Background: an optimization exercise with open tools, aiming at small area. Do not read the settings as production practice.
Where RTL was checked, it was by simulation tests only, not by an equivalence proof against the original.
Function not checked in runs 3 and 4: the RTL went through the layout flow alone.
Power and IR drop assume default switching activity.

==> flow/design.v <==
module term_project_top(
    input        CLK,
    input  [7:0] btn_sw,
    output [7:0] seg_COM,
    output [7:0] seg_DATA,
    output [7:0] led
);
    wire rst = btn_sw[3];
    reg  [2:0] bd;           
    reg  [7:0] value;        
    reg  [3:0] cnt;          
    reg  [4:0] idx;          
    reg  [4:0] rc;           
    reg  [7:0] P;            
    reg  [7:0] S0, S1, S2, S3, S4, S5, S6, S7;
    wire zr  = btn_sw[0] & ~bd[0];
    wire orr = btn_sw[1] & ~bd[1];
    wire nr  = btn_sw[2] & ~bd[2];
    wire done = idx[4];                 
    wire off  = done & idx[0];          
    wire acc9 = cnt[3] & cnt[0];        
    wire full = cnt[3] & ~cnt[0];       
    wire shift = (zr | orr) & ~full;
    wire bitv  = ~zr;
    wire [7:0] value_n = off ? 8'd0 : shift ? {value[6:0], bitv} : value;
    wire cap  = acc9 & ~done;           
    wire bph  = idx[3];                 
    wire first = (idx[3:0] == 4'd8);    
    wire [7:0] hsum;
    rca8 u_h(.a({P[6:0], 1'b0}), .b({8{bitv}} & S7), .s(hsum));
    wire [7:0] P_h = shift ? hsum : P;
    wire ge10 = (|S0[7:4]) | (S0[3] & (S0[2] | S0[1]));
    wire step = off & ge10;
    wire [7:0] addend  = done ? 8'hF6 : P_h;
    wire [7:0] acc_sum;
    rca8 u_a(.a(first ? 8'd0 : S0), .b(addend), .s(acc_sum));
    wire       t9 = P[3] & P[0];
    wire [3:0] tinc;
    inc #(4) u_t(.a(P[3:0]), .ci(1'b1), .s(tinc));
    wire [3:0] t1 = t9 ? 4'd0 : tinc;
    wire [1:0] h1;
    inc #(2) u_hh(.a(P[5:4]), .ci(t9), .s(h1));
    wire [4:0] rc_n, idx_n;
    wire [3:0] cnt_i;
    inc #(5) u_rc(.a(rc), .ci(1'b1), .s(rc_n));
    inc #(5) u_ix(.a(idx), .ci(1'b1), .s(idx_n));
    inc #(4) u_cn(.a(cnt & {~acc9, 2'b11, ~acc9}), .ci(shift), .s(cnt_i));
    always @(posedge CLK or posedge rst) begin
        if (rst) begin
            bd    <= 3'd0;
            value <= 8'd0;
            cnt   <= 4'd0;
            idx   <= 5'd0;
            rc    <= 5'd31;
        end else begin
            bd    <= btn_sw[2:0];
            value <= value_n;
            rc    <= rc_n;
            if (off)
                cnt <= 4'd0;
            else if (nr && full)
                cnt <= 4'd9;
            else
                cnt <= cnt_i;
            if (cap || (done && !idx[0]))
                idx <= idx_n;
        end
    end
    always @(posedge CLK) begin
        if (cap || step) begin
            S0 <= (bph || done) ? acc_sum : value_n;
        end
        if (cap) begin
            S1 <= S0; S2 <= S1; S3 <= S2;
            S4 <= S3; S5 <= S4; S6 <= S5; S7 <= S6;
        end
        if (done) begin
            if (!off)
                P <= 8'd0;
            else if (ge10)
                P <= {2'b00, h1, t1};
        end else if (cap)
            P <= {7'd0, S6[0] & value_n[0]};
        else
            P <= P_h;
    end
    wire       den = off & ~ge10;
    wire [1:0] s   = rc[3:2];
    wire       on  = den & ~rc[4] & ~(rc[3] & rc[2]);
    reg  [3:0] dig;
    always @(*) begin
        case (s)
            2'd0:    dig = S0[3:0];
            2'd1:    dig = P[3:0];
            default: dig = {2'b00, P[5:4]};
        endcase
    end
    reg [6:0] seg;
    always @(*) begin
        case (dig)
            4'd0: seg = 7'b1111110;
            4'd1: seg = 7'b0110000;
            4'd2: seg = 7'b1101101;
            4'd3: seg = 7'b1111001;
            4'd4: seg = 7'b0110011;
            4'd5: seg = 7'b1011011;
            4'd6: seg = 7'b1011111;
            4'd7: seg = 7'b1110000;
            4'd8: seg = 7'b1111111;
            default: seg = 7'b1111011;
        endcase
    end
    assign seg_DATA = {seg & {7{on}}, 1'b0};
    assign seg_COM  = {5'b11111, ~(on & (s == 2'd2)), ~(on & (s == 2'd1)),
                       ~(on & (s == 2'd0))};
    assign led = value;
endmodule
module rca8(
    input  [7:0] a,
    input  [7:0] b,
    output [7:0] s
);
    wire [8:0] c;
    assign c[0] = 1'b0;
    genvar i;
    generate
        for (i = 0; i < 8; i = i + 1) begin : g
            assign s[i]   = a[i] ^ b[i] ^ c[i];
            assign c[i+1] = (a[i] & b[i]) | (a[i] & c[i]) | (b[i] & c[i]);
        end
    endgenerate
endmodule
module inc #(parameter W = 4) (
    input  [W-1:0] a,
    input          ci,
    output [W-1:0] s
);
    wire [W:0] c;
    assign c[0] = ci;
    genvar i;
    generate
        for (i = 0; i < W; i = i + 1) begin : g
            assign s[i]   = a[i] ^ c[i];
            assign c[i+1] = a[i] & c[i];
        end
    endgenerate
endmodule
==> flow/run.sh <==
#!/bin/bash
# synth_recipe.tcl (not shown) runs the flow's synth.tcl, then flattens the netlist and writes it again
# the make line also repeats each setting of config.mk as NAME=value (left out here)
make -C /OpenROAD-flow-scripts/flow DESIGN_CONFIG=/design/flow/config.mk WORK_HOME=/design/flow/orfs CLKGATE_MAP_FILE= SYNTH_SCRIPT=/design/flow/synth_recipe.tcl finish
==> flow/config.mk <==
export PLATFORM = sky130hd
export DESIGN_NAME = term_project_top
export DESIGN_NICKNAME = term_project_top
export VERILOG_FILES = /design/flow/design.v
export SDC_FILE = /design/flow/constraint.sdc
export NUM_CORES = 4
export LEC_CHECK = 0
export CAP_MARGIN = 20
export CORE_MARGIN = 2
export CORE_UTILIZATION = 70
export CTS_BUF_LIST = sky130_fd_sc_hd__clkbuf_8
export SLEW_MARGIN = 20
==> flow/constraint.sdc <==
create_clock -name core_clock -period 12.0 [get_ports {CLK}]
set_input_delay 2.4000 -clock core_clock [delete_from_list [all_inputs] [get_ports {CLK}]]
set_output_delay 2.4000 -clock core_clock [all_outputs]
set_load 0.01 [all_outputs]
==> key figures, run 1 <==
Synth
  • Yosys cell types: 53
  • Number of synthesized flops with an enable pin: 72
  • Largest family of logic cells by synthesized area: simple AND/OR/NAND/NOR gates
  • Synth Area in Compound Gates: 6.740%
  • Area leader, netlist: edfxtp_1
  • Main synth FF type: edfxtp_1
  • Syn Std Cell Area: 0.004437 mm2
  • Ys Warns: 1
  • Fraction of synthesis flops using an asynchronous set or reset pin: 25.77%
  • Top area cells in the synthesized netlist: edfxtp_1 49%, dfrtp_1 11%, ha_1 5.9%
  • Post-synthesis simple-gate area fraction: 11.28%
  • Synthesized flop and latch total: 97
  • Synth Area in Adders: 10.89%
  • Synth top area share: 48.73%
  • Syn Area/Cell: 13.74 um2
  • Mapped Cells: 323
  • Sequential share of the synthesized area: 62.97%
  • Synth Area in XOR/XNOR: 0.5922%
  • Mux cell area share after synthesis: 4.315%

Route
  • Routed WL per cell: 18.04 um
  • Residual DRC count: 0
  • Detail Route Antenna Nets: 0
  • DR vias: 2580
  • First-pass iteration count of the detailed router: 5
  • Vias per cell: 6.028
  • Detailed Route Iter0 Violations: 352
  • WL final: 7723 um

Final layout
  • Layout cells sized above 1: 10.83%
  • # diodes: 0
  • Most frequent cells in the layout: 72 x edfxtp_1, 32 x nand2_1, 22 x clkdlybuf4s50_1, 21 x ha_1, 20 x dfrtp_1
  • Layout overhead on the synthesized area: 10.29%
  • Finished Core Util: 78.41%
  • Commonest non-fill, non-tap cell in the layout: edfxtp_1
  • Layout Nets: 387
  • Post-route insts no fill: 428

Clock network
  • Deepest clock path buffer count: 2
  • # clock sinks: 97
  • Worst-path clk slew: 0.10 ns
  • Clock latency (worst-skew pair): 0.36 ns
  • Root buf cell: clkbuf_8
  • Htree depth: 3
  • Num CTS Buffers: 9
  • CTS tree: done
  • Cts repair resizes: 0
  • Hold_buf cts: 0
  • Setup bufs post-CTS: 0

Worst hold path
  • Hold Crit Class: reg -> reg

Global route
  • Grt total ovfl: 0
  • GRT Util Overall: 23.67%
  • Vias in the first global route: 2505
  • First-pass GRT wire length: 12550 um
  • Largest net degree at the start of global routing: 56
  • Initial antenna violation count: 0

Critical path
  • Worst setup path endpoint: S0[7]
  • CP required: 12.23 ns
  • Reg2reg end: S0[7]
  • R2r setup slk: 6.96 ns
  • Reg-to-reg startpoint: bd[0]
  • Setup crit start: btn_sw[0]
  • Reg2Reg Depth: 17
  • Crit start category: input port
  • CP max FO: 11
  • Crit end category: flop
  • Arrival @ worst endpoint: 7.37 ns
  • Critical path type: in -> reg

Floorplanning
  • IO Pins: 33
  • Die Y: 83.61 um
  • # rows: 29
  • CORE AREA: 0.006241 mm2
  • Initial Utilization: 71.09%
  • Chip Width: 83.61 um
  • Die ar.: 0.006991 mm2

Timing
  • Worst Skew: 0.01201 ns
  • Fmax: 0.1401 GHz
  • Period minus WS final: 7.138 ns
  • Final clock period utilization by the worst path: 59.48%
  • Post-route setup TNS: 0 ns
  • Unrepaired setup endpoints after global routing: false
  • Worst Max-Slew Pin Slew: 0.9398 ns
  • Fin. Hold Viols: 0
  • Slew Viols, Final: 0
  • Slew headroom: 37.27%
  • Setup violations, final: 0

Pwr
  • Leak: 1.937 nW
  • Power Dens Cells: 206.7 mW/mm2
  • Maximum VDD drop: 0.1716 mV

Place
  • Placed cells: 412
  • Routability cong.: 0.8519
  • DP HPWL: 5531 um
  • I/O Buffers: 22

Run status
  • Status: finished clean

Job
  • Max-cap violations: 0
-- cell families (layout without fill, tap and decap cells) --
| logic type | Yosys count | count (layout) |
|---|---|---|
| other | 2 | 6 |
| adder cells (fa/ha/maj) | 32 | 32 |
| buffers and inverters | 27 | 51 |
| AO/OA/AOI/OAI | 47 | 47 |
| AND/OR/NAND/NOR | 97 | 97 |
| flip-flops | 97 | 97 |
| multiplexers | 18 | 18 |
| XOR/XNOR | 3 | 3 |
-- flip-flops by register name, indices dropped and copies added (netlist names), 5 cells and up --
signal / cells
S4: 8
S0: 8
idx: 5
rc: 5
S1: 8
P: 8
S5: 8
value: 8
S6: 8
S2: 8
S7: 8
S3: 8
-- power breakdown --
| group | total [mW] | internal, mW | switching (mW) |
|---|---|---|---|
| clock | 0.211 | 0.0838 | 0.127 |
| sequential | 0.500 | 0.453 | 0.0472 |
| combinational | 0.300 | 0.130 | 0.171 |
| total | 1.01 | 0.667 | 0.345 |
-- worst max-delay path: stages --
cell,delay (ns)
clkdlybuf4s50_1,0.50
nand2b_1,0.25
and2_1,0.27
ha_1,0.20
fa_1,0.38
inv_1,0.09
fa_1,0.18
inv_1,0.06
fa_1,0.42
fa_1,0.45
fa_1,0.52
mux2i_1,0.10
nor2b_1,0.18
fa_1,0.45
a21boi_0,0.15
or2_1,0.27
o41ai_2,0.37
a211o_1,0.15
-- routing by layer --
| layer | part of all wire, % | track usage (%) |
|---|---|---|
| met5 | 0 | 0 |
| met4 | 2.3 | 8.065 |
| met3 | 6.5 | 6.034 |
| met2 | 50 | 36.44 |
| met1 | 41 | 33.62 |
-- synth_stat cells (2+ instances only) --
cell type	number
nor2_1	17
ha_1	21
nor2b_1	3
nand3_1	4
conb_1	2
and2_1	16
mux2i_1	9
buf_2	3
a21oi_1	17
buf_4	8
fa_1	11
mux2_2	6
xor2_1	2
o211a_1	2
inv_1	11
clkbuf_1	4
dfstp_2	5
nand2_1	32
mux2_1	3
o21ai_0	7
nand3b_1	3
o21ai_1	6
o22ai_1	3
dfrtp_1	20
nand2b_1	9
edfxtp_1	72
-- worst min-delay path by stage --
stage          startpoint  endpoint  slack [ns]  cells past startpoint
6_report            S5[5]     S6[5]        0.42                      0
5_1_grt             S4[5]     S5[5]        0.44                      0
4_1_cts             S5[5]     S6[5]        0.43                      0
3_5_place_dp        S1[5]     S2[5]        0.40                      0
3_3_place_gp        S5[5]     S6[5]        0.40                      0
2_1_floorplan       S1[0]     S2[0]        0.40                      0
-- area by class of cell --
| cell class | instances | area, um2 |
|---|---|---|
| clock buffer | 9 | 123.9 |
| sequential | 97 | 2794 |
| timing repair buffer | 23 | 227.7 |
| tap | 77 | 96.34 |
| inverter | 12 | 45.04 |
| fill | 378 | 1348 |
| clock inverter | 7 | 76.32 |
| multi-input combinational | 203 | 1530 |
-- metrics by stage --
step	setup slack (ns)	power [mW]	hold slack (ns)	area, um2
floorplan	5.489	0.6934	0.4003	4452
global placement	4.710	0.7785	0.4006	4693
detailed placement	4.538	0.8011	0.4045	4693
CTS	4.940	1.013	0.4295	4893
global route	4.689	1.071	0.4360	4893
finish	4.862	1.012	0.4237	4893
==> inputs of run 2 (changes only) <==
--- a/flow/config.mk
+++ b/flow/config.mk
@@ -8,5 +8,5 @@
 export CAP_MARGIN = 20
 export CORE_MARGIN = 2
-export CORE_UTILIZATION = 70
+export CORE_UTILIZATION = 40
 export CTS_BUF_LIST = sky130_fd_sc_hd__clkbuf_8
 export SLEW_MARGIN = 20
==> run 2 against run 1 <==
Non-clock buffer count unchanged. Sequential power about the same. Setup slack better by 0.14 ns. Clock power is 6% higher. Register-to-register slack better by 0.13 ns. Routed wire length is 2.0% lower. Cell area grew 1.8%. Die area increased by 71%. Clock skew down 0.0060 ns. Clock-buffer cell count unchanged. Global-route usage fell by 10 points. Largest cell class unchanged. Largest power group unchanged.
==> key figures, run 2 <==
Run status
  • Status: finished clean

Critical path
  • Arrival @ worst endpoint: 7.11 ns (-0.26 ns)
  • Crit end category: flop
  • Critical path type: in -> reg
  • CP max FO: 15 (+4)
  • R2r setup slk: 7.09 ns (+0.13 ns)
  • Crit start category: input port
  • CP required: 12.11 ns (-0.12 ns)

Clock network
  • Setup bufs post-CTS: 0 (unchanged)
  • Root buf cell: clkbuf_8
  • Num CTS Buffers: 9 (unchanged)
  • Hold_buf cts: 0 (unchanged)
  • CTS tree: done
  • # clock sinks: 97 (unchanged)
  • Worst-path clk slew: 0.09 ns (about the same)
  • Cts repair resizes: 0 (unchanged)
  • Clock latency (worst-skew pair): 0.36 ns (about the same)
  • Htree depth: 3 (unchanged)
  • Deepest clock path buffer count: 2 (unchanged)

Synth
  • Top cells by count, synth: 72 x edfxtp_1, 32 x nand2_1, 21 x ha_1
  • Fraction of synthesis flops using an asynchronous set or reset pin: 25.77% (unchanged)
  • Synthesized flop and latch total: 97 (unchanged)
  • Top area cells in the synthesized netlist: edfxtp_1 49%, dfrtp_1 11%, ha_1 5.9%
  • Main synth FF type: edfxtp_1
  • Number of synthesized flops with an enable pin: 72 (unchanged)
  • Ys Warns: 1 (unchanged)
  • Area leader, netlist: edfxtp_1
  • Syn Area/Cell: 13.74 um2 (unchanged)
  • Synth top area share: 48.73% (unchanged)
  • Yosys cell types: 53 (unchanged)
  • Syn Std Cell Area: 0.004437 mm2 (unchanged)
  • Mapped Cells: 323 (unchanged)
  • Sequential share of the synthesized area: 62.97% (unchanged)
  • Most common cell in the netlist: edfxtp_1

Timing
  • Slew headroom: 39.02% (+1.7 points)
  • Slew Viols, Final: 0 (unchanged)
  • Worst Skew: 0.006041 ns (-0.005972 ns)
  • Setup violations, final: 0 (unchanged)
  • Fmax: 0.1428 GHz (+1.9%)
  • Post-route setup TNS: 0 ns (unchanged)
  • Period minus WS final: 7.002 ns (-0.1361 ns)
  • Worst Max-Slew Pin Slew: 0.9090 ns (-0.03081 ns)
  • Unrepaired setup endpoints after global routing: false
  • Fin. Hold Viols: 0 (unchanged)
  • Final clock period utilization by the worst path: 58.35% (-1.1 points)

Pwr
  • Maximum VDD drop: 0.09783 mV (-43%)
  • Power Dens Cells: 202.6 mW/mm2 (-2.0%)
  • Leak: 1.934 nW (-0.16%)

Final layout
  • Commonest non-fill, non-tap cell in the layout: edfxtp_1
  • Most frequent cells in the layout: 72 x edfxtp_1, 32 x nand2_1, 22 x clkdlybuf4s50_1, 21 x ha_1, 20 x dfrtp_1
  • Layout Nets: 387 (unchanged)
  • # diodes: 0 (unchanged)
  • Layout Cell Area excl Fill: 0.004981 mm2 (+1.8%)
  • Layout overhead on the synthesized area: 12.27%
  • Post-route insts no fill: 491 (+15%)
  • Layout cells sized above 1: 10.26% (-0.57 points)

Route
  • Detailed Route Iter0 Violations: 147 (-58%)
  • First-pass iteration count of the detailed router: 4 (-1)
  • Residual DRC count: 0 (unchanged)
  • Routed WL per cell: 15.41 um (-15%)
  • DR vias: 2437 (-5.5%)
  • Vias per cell: 4.963 (-18%)
  • WL met3: 278 um (-45%)
  • Detail Route Antenna Nets: 0 (unchanged)
  • WL met2: 3380 um (-13%)
  • Max Used Layer: met4
  • WL final: 7565 um (-2.0%)
  • Met1 Wirelength: 3773 um (+20%)

Job
  • Max-cap violations: 0 (unchanged)

Floorplanning
  • Die Y: 109.3 um (+31%)
  • IO Pins: 33 (unchanged)
  • Initial Utilization: 40.93% (-30 points)
  • # rows: 38 (+31%)
  • Die ar.: 0.01195 mm2 (+71%)
  • Chip Width: 109.3 um (+31%)
  • CORE AREA: 0.01084 mm2 (+74%)

Place
  • DP HPWL: 5213 um (-5.7%)
  • Placed cells: 475 (+15%)
  • Routability cong.: 0.8532 (+0.15%)
  • I/O Buffers: 22 (unchanged)
  • Post-DP Area: 0.004772 mm2 (+1.7%)

Global route
  • Largest net degree at the start of global routing: 54 (-3.6%)
  • Grt total ovfl: 0 (unchanged)
  • GRT Util Overall: 13.64% (-10 points)
  • Vias in the first global route: 2389 (-4.6%)
  • Initial antenna violation count: 0 (unchanged)
  • First-pass GRT wire length: 12080 um (-3.7%)

Worst hold path
  • Hold Crit Class: reg -> reg
## run 2: cell types whose count changed in the layout (fill, tap and decap cells not counted)
| cell | delta |
|---|---|
| clkinvlp_4 | +1 |
| bufinv_16 | +2 |
| clkinv_2 | +2 |
| clkinv_1 | +3 |
| inv_1 | -1 |
| clkinv_8 | -1 |
| inv_8 | -3 |
| inv_6 | -3 |
## run 2: cell families (layout without fill, tap and decap cells)
| group | after synthesis | count (layout) | synth area share (%) |
|---|---|---|---|
| simple gates | 97 | 97 | 11.28 |
| mux | 18 | 18 | 4.315 |
| fa+ha+maj | 32 | 32 | 10.89 |
| other cells | 2 | 6 | 0.1693 |
| buf+inv | 27 | 51 | 3.045 |
| compound gates | 47 | 47 | 6.741 |
| xor+xnor | 3 | 3 | 0.5923 |
| flops | 97 | 97 | 62.97 |
## run 2: layer usage
metal | up-vias | global-route usage [%]
li1 | 1182 | -
met1 | 1193 | 19.80
met2 | 52 | 19.84
met4 | 0 | 4.973
met5 | - | 0
met3 | 10 | 3.438
## run 2: power breakdown
part | switching, mW | total (mW) | internal (mW) | leakage (nW)
sequential | 0.0470 | 0.500 | 0.453 | 0.973
clock | 0.108 | 0.223 | 0.115 | 0.104
combinational | 0.159 | 0.286 | 0.127 | 0.856
## run 2: worst paths after layout
check | from | endpoint | depth (start not counted)
max in group asynchronous | btn_sw[3] | value[3] | 2
worst min-delay path | S1[2] | S2[2] | 0
worst max register to register | bd[0] | S0[7] | 16
min in group asynchronous | btn_sw[3] | idx[1] | 2
worst max-delay path | btn_sw[0] | S0[7] | 17
worst min register to register | S1[2] | S2[2] | 0
## run 2: cell type report
cell class / count / area, um2
clock buffer: 9 / 123.9
timing repair buffer: 23 / 227.7
inverter: 12 / 45.04
clock inverter: 7 / 85.08
tap: 140 / 175.2
multi-input combinational: 203 / 1530
fill: 1000 / 5859
sequential: 97 / 2794
## run 2: critical path, stage by stage
cell and delay [ns]:
clkdlybuf4s50_1 0.47, nand2b_1 0.23, a21o_2 0.40, a32oi_1 0.30, nor2_1 0.09, ha_1 0.22, fa_1 0.38, fa_1 0.40
fa_1 0.38, fa_1 0.39, fa_1 0.37, inv_1 0.09, fa_1 0.18, and3b_1 0.18, or2_1 0.23, o211a_1 0.12
a211o_1 0.26
## run 2: stage by stage
| stage | setup WS, ns | hold WS (ns) | util, % | power, mW |
|---|---|---|---|---|
| 2_1_floorplan | 5.489 | 0.4003 | - | 0.6934 |
| 3_3_place_gp | 4.683 | 0.4005 | 44.02 | 0.7835 |
| 3_5_place_dp | 4.601 | 0.4045 | 44.02 | 0.7894 |
| 4_1_cts | 5.015 | 0.4254 | 45.95 | 1.020 |
| 5_1_grt | 4.758 | 0.4286 | 45.95 | 1.077 |
| 6_report | 4.998 | 0.4231 | 45.95 | 1.009 |
==> inputs of run 3 (changes only) <==
--- a/flow/design.v
+++ b/flow/design.v
@@ -57,7 +57,5 @@
             value <= value_n;
             rc    <= rc_n;
-            if (off)
-                cnt <= 4'd0;
-            else if (nr && full)
+            if (nr && full)
                 cnt <= 4'd9;
             else
==> flow/flow/run.sh (new file) <==
#!/bin/bash
# Layout flow: the standard ORFS flow (standard.sh), with three changes
# that only affect cell area:
#  - Yosys's abc maps the logic with an area-oriented script (flow/abc_area.script)
#    instead of ORFS's delay-oriented one; flip-flops are mapped by dfflibmap before
#    abc exactly as in the standard synthesis, so the registers are unchanged;
#  - the port buffers are sky130_fd_sc_hd__buf_1 (every port still gets one);
#  - clock tree synthesis inserts no dummy loads.
# Each tool's output goes to the ORFS logs under orfs/logs; make's own output
# goes to flow_make.log here.
set -euo pipefail
W=$PWD
F=$W/flow
{
  cat <<TCL
proc abc {args} {
  set i [lsearch \$args -script]
  if {\$i >= 0} { lset args [expr {\$i + 1}] $F/abc_area.script }
  yosys abc {*}\$args
}
TCL
  cat "$W/synth_recipe.tcl"
} > "$W/area_synth.tcl"
bash "$W/standard.sh" \
  SYNTH_SCRIPT="$W/area_synth.tcl" \
  BUFFER_PORTS_ARGS="-buffer_cell sky130_fd_sc_hd__buf_1" \
  CTS_ARGS="-sink_clustering_enable -repair_clock_nets -dont_use_dummy_load -buf_list sky130_fd_sc_hd__clkbuf_8 -sink_clustering_size 20 -sink_clustering_max_diameter 200" \
  finish > "$W/flow_make.log" 2>&1
==> flow/flow/abc_area.script (new file) <==
strash
dch -f
amap
topo
==> flow/standard.sh (new file) <==
#!/bin/bash
# synth_recipe.tcl (not shown) runs the flow's synth.tcl, then flattens the netlist and writes it again
# the make line also repeats each setting of config.mk as NAME=value (left out here)
make -C /OpenROAD-flow-scripts/flow DESIGN_CONFIG=/design/flow/config.mk WORK_HOME=/design/flow/orfs CLKGATE_MAP_FILE= SYNTH_SCRIPT=/design/flow/synth_recipe.tcl "${@:-finish}"
removed: flow/run.sh
==> run 3 against run 2 <==
Still clean on timing, DRC and antenna. Setup slack improved by 0.26 ns. Synthesized cell count fell by 5.0%. Synthesized area fell by 5.0%. Global-route usage rose by 0.35 points.
==> key figures, run 3 <==
Critical path
  • Critical-path top delay cell: clkinv_1
  • Arrival @ worst endpoint: 6.93 ns (-0.18 ns)
  • Reg-to-reg startpoint: cnt[3]
  • CP required: 12.19 ns (+0.08 ns)
  • Reg2reg end: S0[6]
  • Most frequent CP cell: fa_1
  • Crit end category: flop
  • CP max FO: 17 (+2)
  • Critical path type: in -> reg
  • Reg2Reg Depth: 17 (+1)
  • CP peak stage delay: 0.46 ns (about the same)
  • Cells along the critical path: buf_1, nor2b_1, clkinv_1, nor2_1, a31oi_1, buf_4, clkinv_1, a32oi_1, nor2_1, ha_1, fa_1, fa_1, fa_1, fa_1, fa_1, clkinv_1, fa_1, a21oi_1
  • R2r setup slk: 6.93 ns (-0.16 ns)
  • Crit start category: input port

Floorplanning
  • IO Pins: 33 (unchanged)
  • # rows: 37 (-2.6%)
  • CORE AREA: 0.01028 mm2 (-5.2%)
  • Chip Width: 106.6 um (-2.5%)
  • Die ar.: 0.01137 mm2 (-4.9%)
  • Die Y: 106.6 um (-2.5%)
  • Initial Utilization: 40.99% (+0.063 points)

Global route
  • First-pass GRT wire length: 11970 um (-0.91%)
  • Initial antenna violation count: 0 (unchanged)
  • Grt total ovfl: 0 (unchanged)
  • Largest net degree at the start of global routing: 59 (+9.3%)
  • GRT Util Overall: 13.98% (+0.35 points)
  • Vias in the first global route: 2332 (-2.4%)

Worst hold path
  • Hold path cells: 0 (unchanged)
  • Worst Hold Endpoint: S4[6]
  • Hold Crit Class: reg -> reg
  • Min-delay src: S3[6]

Run status
  • Status: finished clean

Route
  • DR vias: 2394 (-1.8%)
  • Residual DRC count: 0 (unchanged)
  • Routed WL per cell: 15.30 um (-0.71%)
  • WL final: 7251 um (-4.2%)
  • Detailed Route Iter0 Violations: 192 (+31%)
  • First-pass iteration count of the detailed router: 4 (unchanged)
  • Vias per cell: 5.051 (+1.8%)
  • Detail Route Antenna Nets: 0 (unchanged)

Synth
  • Fraction of synthesis flops using an asynchronous set or reset pin: 25.77% (unchanged)
  • Synth top area share: 51.32% (+2.6 points)
  • Mapped Cells: 307 (-5.0%)
  • Number of synthesized flops with an enable pin: 72 (unchanged)
  • Main synth FF type: edfxtp_1
  • Top area cells in the synthesized netlist: edfxtp_1 51%, dfrtp_1 12%, ha_1 6.2%
  • Top cells by count, synth: 72 x edfxtp_1, 37 x nor2_1, 35 x clkinv_1
  • Most common cell in the netlist: edfxtp_1
  • Area leader, netlist: edfxtp_1
  • Ys Warns: 1 (unchanged)
  • Syn Area/Cell: 13.72 um2 (about the same)
  • Syn Std Cell Area: 0.004213 mm2 (-5.0%)
  • Sequential share of the synthesized area: 66.32% (+3.3 points)
  • Yosys cell types: 25 (-53%)
  • Synthesized flop and latch total: 97 (unchanged)

Pwr
  • Maximum VDD drop: 0.1183 mV (+21%)
  • Leak: 1.640 nW (-15%)
  • Power Dens Cells: 220.4 mW/mm2 (+8.8%)

Timing
  • Fmax: 0.1484 GHz (+3.9%)
  • Fin. Hold Viols: 0 (unchanged)
  • Worst Max-Slew Pin Slew: 0.9254 ns (+0.01641 ns)
  • Setup violations, final: 0 (unchanged)
  • Slew headroom: 37.92% (-1.1 points)
  • Post-route setup TNS: 0 ns (unchanged)
  • Worst Skew: 0.02393 ns (+0.01789 ns)
  • Unrepaired setup endpoints after global routing: false
  • Final clock period utilization by the worst path: 56.16% (-2.2 points)
  • Hold_ws: 0.4074 ns (-0.01574 ns)
  • Worst Setup Slack, final: 5.261 ns (+0.2623 ns)
  • Slew Viols, Final: 0 (unchanged)
  • Period minus WS final: 6.739 ns (-0.2623 ns)

Clock network
  • Setup bufs post-CTS: 0 (unchanged)
  • Htree depth: 3 (unchanged)
  • Deepest clock path buffer count: 2 (unchanged)
  • Root buf cell: clkbuf_8
  • Num CTS Buffers: 9 (unchanged)
  • Hold_buf cts: 0 (unchanged)
  • CTS tree: done
  • Clock latency (worst-skew pair): 0.36 ns (about the same)
  • Worst-path clk slew: 0.10 ns (about the same)
  • # clock sinks: 97 (unchanged)
  • Cts repair resizes: 0 (unchanged)

Place
  • Routability cong.: 0.8577 (+0.53%)
  • I/O Buffers: 22 (unchanged)
  • DP HPWL: 5120 um (-1.8%)
  • Dpl ws: 4.892 ns (+0.2905 ns)

Final layout
  • Layout overhead on the synthesized area: 8.702%
  • Layout cells sized above 1: 5.030% (-5.2 points)
  • Filler Cells Inserted: 934 (-6.6%)
  • Commonest non-fill, non-tap cell in the layout: edfxtp_1
  • # diodes: 0 (unchanged)
  • Most frequent cells in the layout: 72 x edfxtp_1, 37 x nor2_1, 35 x clkinv_1, 22 x buf_1, 21 x ha_1
  • Layout Nets: 381 (-1.6%)

Job
  • Max-cap violations: 0 (unchanged)
run 3: cell types whose count changed in the layout (fill, tap and decap cells not counted), sizes merged, moves of 9 or more:
cell,previous run,this run
nor2b,4,14
nor2,18,37
o22a,0,9
clkdlybuf4s50,22,0
and2,16,0
mux2,9,0
nand2b,9,0
inv,11,0
nand2,32,15
o22ai,3,14
clkinv,5,35
buf,1,24
mux2i,9,0
run 3: worst max-delay path by stage:
stage,slack (ns),cells past startpoint,start,endpoint
after floorplan,4.83,16,btn_sw[0],S0[6]
after global placement,4.96,18,btn_sw[0],S0[6]
after detailed placement,4.89,19,btn_sw[0],S0[7]
after CTS,5.29,18,btn_sw[0],S0[6]
after global routing,5.01,18,btn_sw[0],S0[6]
final,5.26,18,btn_sw[0],S0[6]
run 3: power by group:
group	internal [mW]	leakage (nW)	total, mW	switching, mW
Combinational	0.142	0.607	0.343	0.202
Clock	0.0675	0.0647	0.166	0.0983
Sequential	0.448	0.969	0.500	0.0518
Total	0.658	1.64	1.01	0.352
run 3: kinds of logic (layout without fill, tap and decap cells):
family                     Yosys count  after routing  synth area share (%)
AOI/OAI and AO/OA                   61             61                 10.07
xor gates and xnor gates             1              1                0.2079
adders and majority gates           32             32                 11.46
buffers and inverters               41             68                 4.188
DFF                                 97             97                 66.32
other                                2              6                0.1783
and+or+nand+nor                     73             73                 7.573
run 3: cell type report:
type	count	area, um2	area share [%]
Sequential cell	97	2794	61.01
Timing Repair Buffer	24	97.59	2.131
Clock buffer	9	123.9	2.705
Tap cell	136	170.2	3.716
Inverter	35	131.4	2.869
Multi-Input combinational cell	173	1262	27.57
run 3: metal layers:
layer / routed length (um) / share of wire (%) / vias to the layer above / track usage [%]
li1: - / - / 1157 / -
met1: 3482 / 48 / 1176 / 19.99
met2: 3315 / 46 / 55 / 20.79
met3: 379 / 5.2 / 6 / 4.316
met4: 74 / 1.0 / 0 / 3.896
met5: 0 / 0 / - / 0
run 3: per-stage QoR:
| step | utilization [%] | instances | power [mW] | area, um2 |
|---|---|---|---|---|
| 4_1_cts | 44.56 | 474 | 1.015 | 4579 |
| 5_1_grt | 44.56 | 474 | 1.087 | 4579 |
| 3_3_place_gp | 43.35 | 465 | 0.8397 | 4456 |
| 2_1_floorplan | - | 311 | 0.7455 | 4228 |
| 6_report | 44.56 | 474 | 1.009 | 4579 |
| 3_5_place_dp | 43.35 | 465 | 0.8473 | 4456 |
run 3: critical path, delay by kind of cell:
kind	cells	cell delay, ns
AOI/OAI and AO/OA	3	0.67
and+or+nand+nor	3	0.33
adders and majority gates	7	2.51
buffers and inverters	5	1.00
==> inputs of run 4 (changes only) <==
--- a/flow/flow/run.sh
+++ b/flow/flow/run.sh
@@ -25,4 +25,4 @@
   SYNTH_SCRIPT="$W/area_synth.tcl" \
   BUFFER_PORTS_ARGS="-buffer_cell sky130_fd_sc_hd__buf_1" \
-  CTS_ARGS="-sink_clustering_enable -repair_clock_nets -dont_use_dummy_load -buf_list sky130_fd_sc_hd__clkbuf_8 -sink_clustering_size 20 -sink_clustering_max_diameter 200" \
+  CTS_ARGS="-sink_clustering_enable -repair_clock_nets -dont_use_dummy_load -buf_list sky130_fd_sc_hd__clkbuf_8 -sink_clustering_size 30 -sink_clustering_max_diameter 200" \
   finish > "$W/flow_make.log" 2>&1
==> run 4 against run 3 <==
Clock power hardly changed. Clock skew unchanged. Register-to-register slack barely moved. Largest cell class unchanged. Utilization stayed put. First-iteration DRC count unchanged. Global-route usage stayed put. Synthesized cell count did not move. Via count unchanged. Hold slack is the same. Flip-flop and latch count did not move. Still clean.
==> key figures, run 4 <==
Critical path
  • Reg-to-reg startpoint: cnt[3]
  • Arrival @ worst endpoint: 6.93 ns (about the same)
  • Critical path type: in -> reg
  • Crit start category: input port
  • Crit end category: flop
  • Reg2reg end: S0[6]
  • CP required: 12.19 ns (about the same)
  • CP max FO: 17 (unchanged)
  • Setup crit start: btn_sw[0]
  • Reg2Reg Depth: 17 (unchanged)
  • R2r setup slk: 6.93 ns (about the same)

Synth
  • Main synth FF type: edfxtp_1
  • Sequential share of the synthesized area: 66.32% (unchanged)
  • Synthesized flop and latch total: 97 (unchanged)
  • Most common cell in the netlist: edfxtp_1
  • Syn Std Cell Area: 0.004213 mm2 (unchanged)
  • Number of synthesized flops with an enable pin: 72 (unchanged)
  • Area leader, netlist: edfxtp_1
  • Top cells by count, synth: 72 x edfxtp_1, 37 x nor2_1, 35 x clkinv_1
  • Mapped Cells: 307 (unchanged)
  • Top area cells in the synthesized netlist: edfxtp_1 51%, dfrtp_1 12%, ha_1 6.2%
  • Ys Warns: 1 (unchanged)
  • Synth top area share: 51.32% (unchanged)
  • Fraction of synthesis flops using an asynchronous set or reset pin: 25.77% (unchanged)
  • Syn Area/Cell: 13.72 um2 (unchanged)
  • Yosys cell types: 25 (unchanged)

Global route
  • Largest net degree at the start of global routing: 59 (unchanged)
  • Vias in the first global route: 2332 (unchanged)
  • Grt total ovfl: 0 (unchanged)
  • GRT Util Overall: 13.98% (unchanged)
  • First-pass GRT wire length: 11970 um (unchanged)
  • Initial antenna violation count: 0 (unchanged)

Final layout
  • Layout Nets: 381 (unchanged)
  • Commonest non-fill, non-tap cell in the layout: edfxtp_1
  • # diodes: 0 (unchanged)
  • Layout overhead on the synthesized area: 8.702% (unchanged)
  • Layout cells sized above 1: 5.030% (unchanged)
  • Finished Core Util: 44.56% (unchanged)
  • Most frequent cells in the layout: 72 x edfxtp_1, 37 x nor2_1, 35 x clkinv_1, 22 x buf_1, 21 x ha_1

Timing
  • Setup violations, final: 0 (unchanged)
  • Slew headroom: 37.92% (unchanged)
  • Unrepaired setup endpoints after global routing: false
  • Worst Max-Slew Pin Slew: 0.9254 ns (unchanged)
  • Final clock period utilization by the worst path: 56.16% (unchanged)
  • Worst Skew: 0.02393 ns (unchanged)
  • Slew Viols, Final: 0 (unchanged)
  • Post-route setup TNS: 0 ns (unchanged)
  • Period minus WS final: 6.739 ns (unchanged)
  • Fmax: 0.1484 GHz (unchanged)
  • Fin. Hold Viols: 0 (unchanged)

Clock network
  • Worst-path clk slew: 0.10 ns (about the same)
  • Num CTS Buffers: 9 (unchanged)
  • Cts repair resizes: 0 (unchanged)
  • Htree depth: 3 (unchanged)
  • Hold_buf cts: 0 (unchanged)
  • Deepest clock path buffer count: 2 (unchanged)
  • # clock sinks: 97 (unchanged)
  • CTS tree: done
  • Setup bufs post-CTS: 0 (unchanged)
  • Clock latency (worst-skew pair): 0.36 ns (about the same)
  • Root buf cell: clkbuf_8

Worst hold path
  • Worst Hold Endpoint: S4[6]
  • Hold path cells: 0 (unchanged)
  • Min-delay src: S3[6]
  • Hold Crit Class: reg -> reg

Route
  • DR vias: 2394 (unchanged)
  • WL final: 7251 um (unchanged)
  • Residual DRC count: 0 (unchanged)
  • Detailed Route Iter0 Violations: 192 (unchanged)
  • Detail Route Antenna Nets: 0 (unchanged)
  • Routed WL per cell: 15.30 um (unchanged)
  • First-pass iteration count of the detailed router: 4 (unchanged)
  • Vias per cell: 5.051 (unchanged)

Floorplanning
  • # rows: 37 (unchanged)
  • CORE AREA: 0.01028 mm2 (unchanged)
  • Initial Utilization: 40.99% (unchanged)
  • Chip Width: 106.6 um (unchanged)
  • IO Pins: 33 (unchanged)
  • Die ar.: 0.01137 mm2 (unchanged)
  • Die Y: 106.6 um (unchanged)

Run status
  • Status: finished clean

Pwr
  • Power Dens Cells: 220.4 mW/mm2 (unchanged)
  • Leak: 1.640 nW (unchanged)
  • Pwr Total: 1.009 mW (unchanged)
  • Maximum VDD drop: 0.1183 mV (unchanged)

Place
  • DP HPWL: 5120 um (unchanged)
  • Routability cong.: 0.8577 (unchanged)
  • I/O Buffers: 22 (unchanged)

Job
  • Max-cap violations: 0 (unchanged)
[run 4: per-stage QoR]
step / hold WS, ns / instance area (um2) / instances / setup slack (ns)
2_1_floorplan: 0.4003 / 4228 / 311 / 4.835
3_3_place_gp: 0.4003 / 4456 / 465 / 4.955
3_5_place_dp: 0.4045 / 4456 / 465 / 4.892
4_1_cts: 0.4109 / 4579 / 474 / 5.294
5_1_grt: 0.4155 / 4579 / 474 / 5.005
6_report: 0.4074 / 4579 / 474 / 5.261
[run 4: critical path: stages]
cell	delay (ns)
buf_1	0.08
nor2b_1	0.18
clkinv_1	0.14
nor2_1	0.08
a31oi_1	0.14
buf_4	0.26
clkinv_1	0.46
a32oi_1	0.40
nor2_1	0.07
ha_1	0.19
fa_1	0.37
fa_1	0.38
fa_1	0.39
fa_1	0.40
fa_1	0.37
clkinv_1	0.06
fa_1	0.41
a21oi_1	0.13
[run 4: layout make-up]
type / instances / area, um2
fillers: 934 / 5698
clock buffers: 9 / 123.9
flip-flops and latches: 97 / 2794
repair buffers: 24 / 97.59
multi-input cells: 173 / 1262
well taps: 136 / 170.2
inverters: 35 / 131.4
[run 4: how the worst max path moves through the flow]
stage,end,slack (ns),cells after the start
floorplan,S0[6],4.83,16
global placement,S0[6],4.96,18
detailed placement,S0[7],4.89,19
CTS,S0[6],5.29,18
global route,S0[6],5.01,18
finish,S0[6],5.26,18
[run 4: cell families after synthesis]
family	count (synthesis)	synth area share (%)
buffers and inverters	41	4.188
AOI/OAI and AO/OA	61	10.07
and+or+nand+nor	73	7.573
other	2	0.1783
DFF	97	66.32
adders and majority gates	32	11.46
xor gates and xnor gates	1	0.2079
[run 4: metal layers]
layer / track usage, % / wire, um / vias to the layer above
met3: 4.316 / 379 / 6
met1: 19.99 / 3482 / 1176
met5: 0 / 0 / -
li1: - / - / 1157
met2: 20.79 / 3315 / 55
met4: 3.896 / 74 / 0
[run 4: where the power goes]
part | total (mW) | switching (mW) | internal [mW]
Combinational | 0.343 | 0.202 | 0.142
Clock | 0.166 | 0.0983 | 0.0675
Sequential | 0.500 | 0.0518 | 0.448
==> inputs of run 5 (changes only) <==
--- a/flow/design.v
+++ b/flow/design.v
@@ -57,5 +57,7 @@
             value <= value_n;
             rc    <= rc_n;
-            if (nr && full)
+            if (off)
+                cnt <= 4'd0;
+            else if (nr && full)
                 cnt <= 4'd9;
             else
--- a/flow/flow/run.sh
+++ b/flow/flow/run.sh
@@ -25,4 +25,4 @@
   SYNTH_SCRIPT="$W/area_synth.tcl" \
   BUFFER_PORTS_ARGS="-buffer_cell sky130_fd_sc_hd__buf_1" \
-  CTS_ARGS="-sink_clustering_enable -repair_clock_nets -dont_use_dummy_load -buf_list sky130_fd_sc_hd__clkbuf_8 -sink_clustering_size 30 -sink_clustering_max_diameter 200" \
+  CTS_ARGS="-sink_clustering_enable -repair_clock_nets -dont_use_dummy_load -buf_list sky130_fd_sc_hd__clkbuf_8" \
   finish > "$W/flow_make.log" 2>&1
==> run 5 against run 4 <==
Synthesized cell count is 1.6% higher. Fmax is 0.94% lower. Flip-flop and latch count stayed put. Clock-buffer cell count stayed put. Register-to-register slack worse by 0.02 ns. Hold slack worse by 0.0040 ns. Global-route usage is 0.15 points lower. Total power is 9.1% higher. Largest cell class unchanged. Highest routed layer unchanged.
==> key figures, run 5 <==
Timing
  • Worst Skew: 0.02759 ns (+0.003660 ns)
  • Period minus WS final: 6.803 ns (+0.06379 ns)
  • Final clock period utilization by the worst path: 56.69% (+0.53 points)
  • Setup violations, final: 0 (unchanged)
  • Fin. Hold Viols: 0 (unchanged)
  • Worst Setup Slack, final: 5.197 ns (-0.06379 ns)
  • Slew Viols, Final: 0 (unchanged)
  • Slew headroom: 38.37% (+0.45 points)
  • Fmax: 0.1470 GHz (-0.94%)
  • Worst Max-Slew Pin Slew: 0.9188 ns (-0.006660 ns)
  • Post-route setup TNS: 0 ns (unchanged)
  • Unrepaired setup endpoints after global routing: false

Final layout
  • Most frequent cells in the layout: 72 x edfxtp_1, 39 x nor2_1, 36 x clkinv_1, 22 x buf_1, 21 x ha_1
  • Layout Nets: 386 (+1.3%)
  • Commonest non-fill, non-tap cell in the layout: edfxtp_1
  • Layout Cell Area excl Fill: 0.004597 mm2 (+0.38%)
  • Layout cells sized above 1: 4.956% (-0.073 points)
  • Post-route insts no fill: 479 (+1.1%)
  • Layout overhead on the synthesized area: 8.666% (about the same)
  • # diodes: 0 (unchanged)

Route
  • WL final: 7262 um (+0.15%)
  • Routed WL per cell: 15.16 um (-0.89%)
  • Residual DRC count: 0 (unchanged)
  • Detailed Route Iter0 Violations: 214 (+11%)
  • DR vias: 2420 (+1.1%)
  • Vias per cell: 5.052 (about the same)
  • First-pass iteration count of the detailed router: 4 (unchanged)
  • Detail Route Antenna Nets: 0 (unchanged)

Run status
  • Status: finished clean

Floorplanning
  • Die Y: 106.8 um (+0.20%)
  • IO Pins: 33 (unchanged)
  • Initial Utilization: 41.16% (+0.17 points)
  • Chip Width: 106.8 um (+0.20%)
  • CORE AREA: 0.01028 mm2 (unchanged)
  • # rows: 37 (unchanged)
  • Die ar.: 0.01141 mm2 (+0.40%)

Worst hold path
  • Hold Crit Class: reg -> reg

Place
  • Routability cong.: 0.8545 (-0.37%)
  • Placed cells: 470 (+1.1%)
  • I/O Buffers: 22 (unchanged)
  • DP HPWL: 5172 um (+1.0%)
  • Post-DP Area: 0.004473 mm2 (+0.39%)
  • Dpl ws: 4.848 ns (-0.04323 ns)

Global route
  • Initial antenna violation count: 0 (unchanged)
  • GRT Util Overall: 13.83% (-0.15 points)
  • Grt total ovfl: 0 (unchanged)
  • First-pass GRT wire length: 12070 um (+0.81%)
  • Largest net degree at the start of global routing: 59 (unchanged)
  • Vias in the first global route: 2391 (+2.5%)

Synth
  • Top area cells in the synthesized netlist: edfxtp_1 51%, dfrtp_1 12%, ha_1 6.2%
  • Top cells by count, synth: 72 x edfxtp_1, 39 x nor2_1, 36 x clkinv_1
  • Mapped Cells: 312 (+1.6%)
  • Number of synthesized flops with an enable pin: 72 (unchanged)
  • Syn Std Cell Area: 0.004230 mm2 (+0.42%)
  • Synthesized flop and latch total: 97 (unchanged)
  • Yosys cell types: 28 (+12%)
  • Area leader, netlist: edfxtp_1
  • Main synth FF type: edfxtp_1
  • Sequential share of the synthesized area: 66.05% (-0.27 points)
  • Most common cell in the netlist: edfxtp_1
  • Ys Warns: 1 (unchanged)
  • Synth top area share: 51.11% (-0.21 points)
  • Fraction of synthesis flops using an asynchronous set or reset pin: 25.77% (unchanged)
  • Syn Area/Cell: 13.56 um2 (-1.2%)

Clock network
  • Hold_buf cts: 0 (unchanged)
  • # clock sinks: 97 (unchanged)
  • Htree depth: 3 (unchanged)
  • Root buf cell: clkbuf_8
  • Cts repair resizes: 0 (unchanged)
  • Num CTS Buffers: 9 (unchanged)
  • Worst-path clk slew: 0.09 ns (about the same)
  • CTS tree: done
  • Deepest clock path buffer count: 2 (unchanged)
  • Clock latency (worst-skew pair): 0.35 ns (about the same)
  • Setup bufs post-CTS: 0 (unchanged)

Critical path
  • Critical path type: in -> reg
  • CP required: 12.20 ns (about the same)
  • Crit start category: input port
  • Crit end category: flop
  • CP max FO: 17 (unchanged)
  • Arrival @ worst endpoint: 7.00 ns (+0.07 ns)

Job
  • Max-cap violations: 0 (unchanged)

Pwr
  • Power Dens Cells: 239.6 mW/mm2 (+8.7%)
  • Maximum VDD drop: 0.1268 mV (+7.1%)
  • Leak: 1.635 nW (-0.30%)
run 5: cell count changes after synthesis, sizes merged, moves of 2 or more:
cell	previous run	this run
a21oi	11	8
nand2	15	18
and3	0	2
nor2	37	39
nor2b	14	12
o21ai	12	14
run 5: final cells by class:
class	instances	area, um2
clock buffers	9	123.9
fillers	938	5680
inverters	36	135.1
multi-input cells	177	1276
flip-flops and latches	97	2794
well taps	136	170.2
repair buffers	24	97.59
run 5: worst max-delay path, stage by stage:
cell      delay (ns)
buf_1           0.08
nor2b_1         0.19
clkinv_1        0.14
nor2_1          0.09
a31oi_1         0.14
buf_4           0.26
clkinv_1        0.46
a32oi_1         0.41
nor2_1          0.07
ha_1            0.19
fa_1            0.40
fa_1            0.39
fa_1            0.39
fa_1            0.40
fa_1            0.37
clkinv_1        0.06
fa_1            0.40
a21oi_1         0.13
run 5: power breakdown:
part,internal [mW],total [mW],switching [mW]
combinational,0.164,0.399,0.235
clock,0.0674,0.161,0.0932
sequential,0.487,0.542,0.0551
total,0.718,1.10,0.384
run 5: per-layer routing:
layer	routed length [um]	track usage (%)	part of all wire [%]	up-vias
met1	3477	19.62	48	1186
met3	372	2.979	5.1	8
met4	82	4.731	1.1	0
met2	3329	21.25	46	54
met5	0	0	0	-
li1	-	-	-	1172
run 5: through the flow:
| step | power (mW) | hold WS [ns] | util (%) |
|---|---|---|---|
| CTS | 1.112 | 0.4015 | 44.73 |
| global route | 1.192 | 0.4031 | 44.73 |
| floorplan | 0.8331 | 0.4003 | - |
| detailed placement | 0.9444 | 0.4045 | 43.52 |
| global placement | 0.9335 | 0.4007 | 43.52 |
| finish | 1.101 | 0.4034 | 44.73 |
run 5: final timing paths:
check / from / endpoint / slack, ns / cells after the start
setup / recovery: btn_sw[0] / S0[6] / 5.20 / 18
hold / removal: S5[6] / S6[6] / 0.40 / 0
setup reg to reg: cnt[3] / S0[6] / 6.91 / 17
hold reg to reg: S5[6] / S6[6] / 0.40 / 0
max in group asynchronous: btn_sw[3] / idx[4] / 9.45 / 2
min in group asynchronous: btn_sw[3] / bd[0] / 2.10 / 2
run 5: logic make-up (layout without fill, tap and decap cells):
kind of cell    after synthesis  after routing  share of synthesized area [%]
flops                        97             97                          66.05
other cells                   2              6                         0.1775
compound gates               59             59                          9.761
simple gates                 79             79                          8.134
fa+ha+maj                    32             32                          11.42
xor+xnor                      1              1                         0.2071
buf+inv                      42             69                          4.259
==> inputs of run 6 (changes only) <==
--- a/flow/design.v
+++ b/flow/design.v
@@ -28,5 +28,6 @@
     wire first = (idx[3:0] == 4'd8);    
     wire [7:0] hsum;
-    rca8 u_h(.a({P[6:0], 1'b0}), .b({8{bitv}} & S7), .s(hsum));
+    wire [7:0] mul = bph ? S7 : 8'd1;
+    rca8 u_h(.a({P[6:0], 1'b0}), .b({8{bitv}} & mul), .s(hsum));
     wire [7:0] P_h = shift ? hsum : P;
     wire ge10 = (|S0[7:4]) | (S0[3] & (S0[2] | S0[1]));
@@ -34,5 +35,5 @@
     wire [7:0] addend  = done ? 8'hF6 : P_h;
     wire [7:0] acc_sum;
-    rca8 u_a(.a(first ? 8'd0 : S0), .b(addend), .s(acc_sum));
+    rca8 u_a(.a((bph && !first) || done ? S0 : 8'd0), .b(addend), .s(acc_sum));
     wire       t9 = P[3] & P[0];
     wire [3:0] tinc;
@@ -57,7 +58,5 @@
             value <= value_n;
             rc    <= rc_n;
-            if (off)
-                cnt <= 4'd0;
-            else if (nr && full)
+            if (nr && full)
                 cnt <= 4'd9;
             else
@@ -69,5 +68,5 @@
     always @(posedge CLK) begin
         if (cap || step) begin
-            S0 <= (bph || done) ? acc_sum : value_n;
+            S0 <= acc_sum;
         end
         if (cap) begin
@@ -80,5 +79,5 @@
             else if (ge10)
                 P <= {2'b00, h1, t1};
-        end else if (cap)
+        end else if (cap && (bph || idx[2:0] == 3'd7))
             P <= {7'd0, S6[0] & value_n[0]};
         else
==> run 6 against run 5 <==
Still clean on timing, DRC and antenna. Flip-flop and latch count did not move. Cell count rose by 0.84%. Fmax rose by 8.8%. Clock-buffer cell count did not move. Synthesized cell count rose by 1.3%. Setup slack improved by 0.55 ns. Sequential power rose by 3%. Hold slack improved by 0.0011 ns. Utilization fell by 0.23 points. Critical endpoint is now seg_DATA[3].
==> key figures, run 6 <==
Floorplanning
  • Chip Width: 106.6 um (-0.27%)
  • Die ar.: 0.01135 mm2 (-0.54%)
  • # rows: 37 (unchanged)
  • CORE AREA: 0.01028 mm2 (unchanged)
  • Initial Utilization: 40.93% (-0.23 points)
  • Die Y: 106.6 um (-0.27%)
  • IO Pins: 33 (unchanged)

Route
  • DR vias: 2413 (-0.29%)
  • Residual DRC count: 0 (unchanged)
  • Vias per cell: 4.996 (-1.1%)
  • First-pass iteration count of the detailed router: 4 (unchanged)
  • Detailed Route Iter0 Violations: 140 (-35%)
  • WL final: 7084 um (-2.5%)
  • Detail Route Antenna Nets: 0 (unchanged)
  • Routed WL per cell: 14.67 um (-3.3%)

Global route
  • First-pass GRT wire length: 11320 um (-6.2%)
  • Grt total ovfl: 0 (unchanged)
  • Initial antenna violation count: 0 (unchanged)
  • Largest net degree at the start of global routing: 58 (-1.7%)
  • Vias in the first global route: 2322 (-2.9%)
  • GRT Util Overall: 13.46% (-0.38 points)

Final layout
  • Post-route insts no fill: 483 (+0.84%)
  • Layout Nets: 391 (+1.3%)
  • Commonest non-fill, non-tap cell in the layout: edfxtp_1
  • Filler Cells Inserted: 961 (+2.5%)
  • Most frequent cells in the layout: 72 x edfxtp_1, 46 x clkinv_1, 38 x nor2_1, 22 x ha_1, 22 x buf_1
  • # diodes: 0 (unchanged)
  • Layout overhead on the synthesized area: 8.715% (about the same)
  • Layout cells sized above 1: 4.899% (-0.057 points)

Synth
  • Sequential share of the synthesized area: 66.42% (+0.37 points)
  • Most common cell in the netlist: edfxtp_1
  • Synth Area in Adders: 11.78% (+0.36 points)
  • Synth Area in Compound Gates: 8.864% (-0.90 points)
  • Largest family of logic cells by synthesized area: adder cells
  • Main synth FF type: edfxtp_1
  • Mux cell area share after synthesis: 0% (unchanged)
  • Fraction of synthesis flops using an asynchronous set or reset pin: 25.77% (unchanged)
  • Syn Area/Cell: 13.31 um2 (-1.8%)
  • Synthesized flop and latch total: 97 (unchanged)
  • Post-synthesis simple-gate area fraction: 7.168% (-0.97 points)
  • Top area cells in the synthesized netlist: edfxtp_1 51%, dfrtp_1 12%, ha_1 6.5%
  • Top cells by count, synth: 72 x edfxtp_1, 46 x clkinv_1, 38 x nor2_1
  • Yosys cell types: 29 (+3.6%)
  • Number of synthesized flops with an enable pin: 72 (unchanged)
  • Synth Area in XOR/XNOR: 0.4164% (+0.21 points)
  • Mapped Cells: 316 (+1.3%)
  • Synth top area share: 51.40% (+0.29 points)
  • Area leader, netlist: edfxtp_1
  • Syn Std Cell Area: 0.004207 mm2 (-0.56%)
  • Ys Warns: 1 (unchanged)

Clock network
  • Htree depth: 3 (unchanged)
  • Hold_buf cts: 0 (unchanged)
  • Setup bufs post-CTS: 0 (unchanged)
  • # clock sinks: 97 (unchanged)
  • Clock latency (worst-skew pair): 0.36 ns (about the same)
  • Cts repair resizes: 0 (unchanged)
  • Root buf cell: clkbuf_8
  • Worst-path clk slew: 0.09 ns (about the same)
  • Num CTS Buffers: 9 (unchanged)
  • Deepest clock path buffer count: 2 (unchanged)
  • CTS tree: done

Pwr
  • Power Dens Cells: 241.3 mW/mm2 (+0.71%)
  • Leak: 1.660 nW (+1.5%)
  • Maximum VDD drop: 0.09447 mV (-25%)

Timing
  • Final clock period utilization by the worst path: 52.11% (-4.6 points)
  • Fmax: 0.1599 GHz (+8.8%)
  • Post-route setup TNS: 0 ns (unchanged)
  • Slew Viols, Final: 0 (unchanged)
  • Fin. Hold Viols: 0 (unchanged)
  • Unrepaired setup endpoints after global routing: false
  • Setup violations, final: 0 (unchanged)
  • Worst Max-Slew Pin Slew: 0.8776 ns (-0.04115 ns)
  • Slew headroom: 41.13% (+2.8 points)
  • Period minus WS final: 6.253 ns (-0.5505 ns)
  • Worst Skew: 0.01785 ns (-0.009737 ns)

Place
  • DP HPWL: 4950 um (-4.3%)
  • Routability cong.: 0.8823 (+3.3%)
  • Placed cells: 474 (+0.85%)
  • I/O Buffers: 22 (unchanged)

Critical path
  • CP required: 9.60 ns (-2.60 ns)
  • Critical path type: reg -> out
  • Crit end category: output pin
  • Setup crit start: idx[4]
  • CP max FO: 57 (+40)
  • Reg-to-reg startpoint: bd[0]
  • Arrival @ worst endpoint: 3.85 ns (-3.15 ns)
  • Crit start category: flop

Job
  • Max-cap violations: 0 (unchanged)

Worst hold path
  • Min-delay src: S2[4]
  • Hold Crit Class: reg -> reg

Run status
  • Status: finished clean
==> run 6: cell types whose count changed in the layout (fill, tap and decap cells not counted), sizes merged, moves of 3 or more <==
cell,delta
o21ai,+4
nor2b,-5
a21oi,+7
o22a,-8
nand2,-7
clkinv,+10
o221a,-7
and3,+3
o32ai,+5
==> run 6: metal layers <==
metal	part of all wire [%]	track usage [%]	wire length (um)	up-vias
met1	45	17.65	3221	1160
met5	0	0	0	-
met2	46	20.47	3242	78
li1	-	-	-	1162
met3	6.3	3.250	447	13
met4	2.4	7.699	172	0
==> run 6: final timing paths <==
check	to	slack (ns)	cells after the start
min in group asynchronous	value[5]	2.08	2
min reg2reg	S3[4]	0.40	0
max reg2reg	S0[7]	7.56	17
min	S3[4]	0.40	0
max in group asynchronous	bd[2]	9.49	2
max	seg_DATA[3]	5.75	10
==> run 6: area by class of cell <==
| class | instances | area, um2 | share of cell area, % |
|---|---|---|---|
| Sequential cell | 97 | 2794 | 61.09 |
| Inverter | 46 | 172.7 | 3.776 |
| Multi-Input combinational cell | 171 | 1215 | 26.57 |
| Tap cell | 136 | 170.2 | 3.721 |
| Clock buffer | 9 | 123.9 | 2.709 |
| Timing Repair Buffer | 24 | 97.59 | 2.134 |
==> run 6: cells by family (layout without fill, tap and decap cells) <==
| kind of cell | Yosys count | in the layout |
|---|---|---|
| DFF | 97 | 97 |
| and+or+nand+nor | 69 | 69 |
| AOI/OAI and AO/OA | 61 | 61 |
| buffers and inverters | 52 | 79 |
| adders and majority gates | 33 | 33 |
| other | 2 | 6 |
| xor gates and xnor gates | 2 | 2 |
==> run 6: power by group <==
part | internal [mW] | total, mW | leakage (nW) | switching [mW]
sequential | 0.494 | 0.558 | 0.961 | 0.0643
combinational | 0.148 | 0.380 | 0.635 | 0.232
clock | 0.0674 | 0.165 | 0.0647 | 0.0977
total | 0.709 | 1.10 | 1.66 | 0.394
==> run 6: critical path, cell delays in order, from the launching register on <==
cell	delay [ns]
dfrtp_1	0.66
nor3_2	0.07
buf_4	0.34
clkinv_1	0.19
o21ai_0	0.16
nor2_1	0.55
nand2_1	0.44
nor2_1	0.30
o21ai_0	0.32
a211oi_1	0.27
buf_1	0.18
==> run 6: metrics by stage <==
stage	util (%)	total power [mW]	hold slack, ns	setup WS (ns)	area (um2)
after floorplan	-	0.8379	0.4003	3.202	4222
after global routing	44.50	1.191	0.4125	5.318	4573
after CTS	44.50	1.115	0.4060	5.731	4573
after detailed placement	43.29	0.9454	0.4045	5.497	4449
final	44.50	1.104	0.4044	5.747	4573
after global placement	43.29	0.9270	0.4007	5.516	4449
==> inputs of run 7 (changes only) <==
--- a/flow/design.v
+++ b/flow/design.v
@@ -29,11 +29,11 @@
     wire [7:0] hsum;
     wire [7:0] mul = bph ? S7 : 8'd1;
-    rca8 u_h(.a({P[6:0], 1'b0}), .b({8{bitv}} & mul), .s(hsum));
+    rca8 u_h(.a({P[6:0], 1'b0}), .b({8{bitv}} & mul), .s(hsum), .co());
     wire [7:0] P_h = shift ? hsum : P;
-    wire ge10 = (|S0[7:4]) | (S0[3] & (S0[2] | S0[1]));
+    wire ge10;
     wire step = off & ge10;
     wire [7:0] addend  = done ? 8'hF6 : P_h;
     wire [7:0] acc_sum;
-    rca8 u_a(.a((bph && !first) || done ? S0 : 8'd0), .b(addend), .s(acc_sum));
+    rca8 u_a(.a((bph && !first) || done ? S0 : 8'd0), .b(addend), .s(acc_sum), .co(ge10));
     wire       t9 = P[3] & P[0];
     wire [3:0] tinc;
@@ -118,7 +118,9 @@
     input  [7:0] a,
     input  [7:0] b,
-    output [7:0] s
+    output [7:0] s,
+    output       co
 );
     wire [8:0] c;
+    assign co = c[8];
     assign c[0] = 1'b0;
     genvar i;
==> run 7 against run 6 <==
Sequential share of layout area increased by 0.27 points. Hold slack gained 0.0096 ns. Flip-flop and latch count stayed put. Largest power group unchanged. Utilization about the same. Via count decreased by 0.58%. Routed wire length increased by 0.82%. Still clean on timing, DRC and antenna. Cell count fell by 1.2%. Fmax is 41% lower. Critical endpoint is now seg_DATA[5].
==> key figures, run 7 <==
Run status
  • Status: finished clean

Timing
  • Worst Skew: 0.02635 ns (+0.008496 ns)
  • Final clock period utilization by the worst path: 88.72% (+37 points)
  • Setup violations, final: 0 (unchanged)
  • Worst Max-Slew Pin Slew: 0.9818 ns (+0.1041 ns)
  • Slew headroom: 33.86% (-7.3 points)
  • Fmax: 0.09393 GHz (-41%)
  • Post-route setup TNS: 0 ns (unchanged)
  • Slew Viols, Final: 0 (unchanged)
  • Period minus WS final: 10.65 ns (+4.393 ns)
  • Hold_ws: 0.4140 ns (+0.009593 ns)
  • Unrepaired setup endpoints after global routing: false
  • Fin. Hold Viols: 0 (unchanged)
  • Worst Setup Slack, final: 1.354 ns (-4.393 ns)

Worst hold path
  • Worst Hold Endpoint: S5[3]
  • Hold path cells: 0 (unchanged)
  • Hold Crit Class: reg -> reg
  • Min-delay src: S4[3]

Route
  • Detailed Route Iter0 Violations: 146 (+4.3%)
  • Routed WL per cell: 14.97 um (+2.1%)
  • Vias per cell: 5.029 (+0.67%)
  • WL final: 7142 um (+0.82%)
  • First-pass iteration count of the detailed router: 4 (unchanged)
  • Detail Route Antenna Nets: 0 (unchanged)
  • DR vias: 2399 (-0.58%)
  • Residual DRC count: 0 (unchanged)

Final layout
  • Layout Cell Area excl Fill: 0.004553 mm2 (-0.44%)
  • Finished Core Util: 44.50% (about the same)
  • Commonest non-fill, non-tap cell in the layout: edfxtp_1
  • Layout cells sized above 1: 5.279% (+0.38 points)
  • Most frequent cells in the layout: 72 x edfxtp_1, 46 x clkinv_1, 32 x nor2_1, 22 x ha_1, 22 x buf_1
  • Post-route insts no fill: 477 (-1.2%)
  • Layout overhead on the synthesized area: 8.952%
  • Layout Nets: 386 (-1.3%)
  • # diodes: 0 (unchanged)

Pwr
  • Pwr Total: 1.082 mW (-2.0%)
  • Maximum VDD drop: 0.08283 mV (-12%)
  • Power Dens Cells: 237.5 mW/mm2 (-1.6%)
  • Leak: 1.660 nW (about the same)

Clock network
  • Hold_buf cts: 0 (unchanged)
  • Setup bufs post-CTS: 0 (unchanged)
  • # clock sinks: 97 (unchanged)
  • Num CTS Buffers: 9 (unchanged)
  • Worst-path clk slew: 0.09 ns (about the same)
  • Htree depth: 3 (unchanged)
  • Root buf cell: clkbuf_8
  • Clock latency (worst-skew pair): 0.36 ns (about the same)
  • CTS tree: done
  • Deepest clock path buffer count: 2 (unchanged)
  • Cts repair resizes: 0 (unchanged)

Global route
  • Grt total ovfl: 0 (unchanged)
  • Largest net degree at the start of global routing: 57 (-1.7%)
  • GRT Util Overall: 13.59% (+0.14 points)
  • First-pass GRT wire length: 11700 um (+3.4%)
  • Initial antenna violation count: 0 (unchanged)
  • Vias in the first global route: 2362 (+1.7%)

Critical path
  • Critical path type: in -> out
  • Setup crit start: btn_sw[0]
  • Reg-to-reg startpoint: cnt[3]
  • Reg2Reg Depth: 20 (+3)
  • Crit end category: output pin
  • Arrival @ worst endpoint: 8.25 ns (+4.40 ns)
  • Reg2reg end: P[3]
  • CP required: 9.60 ns (about the same)
  • R2r setup slk: 6.71 ns (-0.85 ns)
  • Crit start category: input port
  • CP max FO: 20 (-65%)

Synth
  • Synth top area share: 51.74% (+0.34 points)
  • Number of synthesized flops with an enable pin: 72 (unchanged)
  • Post-synthesis simple-gate area fraction: 7.156% (-0.013 points)
  • Synth Area in Adders: 12.34% (+0.56 points)
  • Main synth FF type: edfxtp_1
  • Synth Area in Compound Gates: 7.844% (-1.0 points)
  • Largest family of logic cells by synthesized area: adder cells
  • Syn Std Cell Area: 0.004179 mm2 (-0.65%)
  • Area leader, netlist: edfxtp_1
  • Synthesized flop and latch total: 97 (unchanged)
  • Syn Area/Cell: 13.52 um2 (+1.6%)
  • Sequential share of the synthesized area: 66.86% (+0.44 points)
  • Fraction of synthesis flops using an asynchronous set or reset pin: 25.77% (unchanged)
  • Yosys cell types: 27 (-6.9%)
  • Most common cell in the netlist: edfxtp_1
  • Synth Area in XOR/XNOR: 0.4192% (+0.0027 points)
  • Mux cell area share after synthesis: 0% (unchanged)
  • Top cells by count, synth: 72 x edfxtp_1, 46 x clkinv_1, 32 x nor2_1
  • Mapped Cells: 309 (-2.2%)
  • Top area cells in the synthesized netlist: edfxtp_1 52%, dfrtp_1 12%, ha_1 6.6%
  • Ys Warns: 1 (unchanged)

Place
  • Placed cells: 468 (-1.3%)
  • DP HPWL: 4968 um (+0.36%)
  • Post-DP Area: 0.004429 mm2 (-0.45%)
  • Dpl ws: 1.429 ns (-4.068 ns)
  • I/O Buffers: 22 (unchanged)
  • Routability cong.: 0.8460 (-4.1%)

Floorplanning
  • Chip Width: 106.2 um (-0.31%)
  • # rows: 37 (unchanged)
  • Initial Utilization: 40.85% (-0.084 points)
  • Die ar.: 0.01128 mm2 (-0.63%)
  • Die Y: 106.2 um (-0.31%)
  • CORE AREA: 0.01023 mm2 (-0.45%)
  • IO Pins: 33 (unchanged)

Job
  • Max-cap violations: 0 (unchanged)
## run 7: worst max path at each step
| stage | endpoint | slack, ns | cells after the start |
|---|---|---|---|
| 6_report | seg_DATA[5] | 1.35 | 24 |
| 5_1_grt | seg_DATA[5] | 0.84 | 24 |
| 4_1_cts | seg_DATA[5] | 1.36 | 24 |
| 3_5_place_dp | seg_DATA[5] | 1.43 | 24 |
| 3_3_place_gp | seg_DATA[3] | 1.51 | 24 |
| 2_1_floorplan | seg_DATA[3] | 1.61 | 20 |
## run 7: power by group
part | switching (mW) | total, mW | internal, mW
Sequential | 0.0562 | 0.548 | 0.491
Combinational | 0.230 | 0.372 | 0.142
Clock | 0.0951 | 0.162 | 0.0674
Total | 0.381 | 1.08 | 0.701
## run 7: layer usage
metal | up-vias | track usage [%] | wire, um
met5 | - | 0 | 0
met3 | 6 | 4.047 | 420
met1 | 1195 | 18.55 | 3283
met4 | 0 | 3.102 | 54
li1 | 1128 | - | -
met2 | 70 | 21.57 | 3384
## run 7: final cells by class
cell class              count  area (um2)
inverters                  46       172.7
flip-flops and latches     97        2794
fillers                   925        5678
clock buffers               9       123.9
well taps                 136       170.2
repair buffers             25       105.1
multi-input cells         164        1187
## run 7: kinds of logic (layout without fill, tap and decap cells)
family	count (synthesis)	count (layout)
fa+ha+maj	34	34
other cells	2	6
xor+xnor	2	2
compound gates	54	54
flops	97	97
simple gates	68	68
buf+inv	52	80
## run 7: critical path, stage by stage
cell      delay, ns
buf_1          0.09
nand2b_1       0.27
nor2_1         0.11
a31oi_1        0.25
buf_4          0.30
nor2_1         0.07
a21oi_1        0.22
nor2_1         0.07
ha_1           0.21
fa_1           0.39
fa_1           0.40
fa_1           0.41
fa_1           0.41
fa_1           0.38
clkinv_1       0.07
fa_1           0.16
clkinv_1       0.07
fa_1           0.36
clkinv_1       0.07
nand2_1        0.26
a211oi_1       0.55
clkinv_1       0.31
a31oi_1        0.22
buf_1          0.17

afterwards: timing with drivers on the ports:
The results above use ideal ports. As a check the final layouts listed here were re-extracted and re-timed, cells and wires unchanged. Step 1 (the two cells are an assumption about what drives the block):
set clk [get_ports {CLK}]
set_driving_cell -lib_cell sky130_fd_sc_hd__clkbuf_16 $clk
set_driving_cell -lib_cell sky130_fd_sc_hd__buf_2 [delete_from_list [all_inputs] $clk]
Step 2 adds t to the input delays and takes it off the output delays; t is the mean of the earliest and latest rising clock arrival at the registers after step 1. Input paths then give back, and output paths get back, about the clock's delay inside the block. a / b / c = no drivers / after step 1 / after step 2; a / b = the first two.
run | shift t [ns] | setup slack, ns | cell pins on the clock port's net
run 1 | 0.387 | 4.862 / 4.871 / 4.484 | 1
run 2 | 0.383 | 4.998 / 5.004 / 4.621 | 1
run 3 | 0.377 | 5.261 / 5.265 / 4.888 | 1
run 4 | 0.377 | 5.261 / 5.265 / 4.888 | 1
run 5 | 0.370 | 5.197 / 5.202 / 4.831 | 1
run 6 | 0.383 | 5.747 / 5.716 / 5.451 | 1
run 7 | 0.372 | 1.354 / 1.321 / 1.321 | 1
After both steps every run listed still meets setup and hold. For run 1, which loses most, drivers alone change the setup slack by +0.009 ns; drivers and shift together by -0.378 ns.
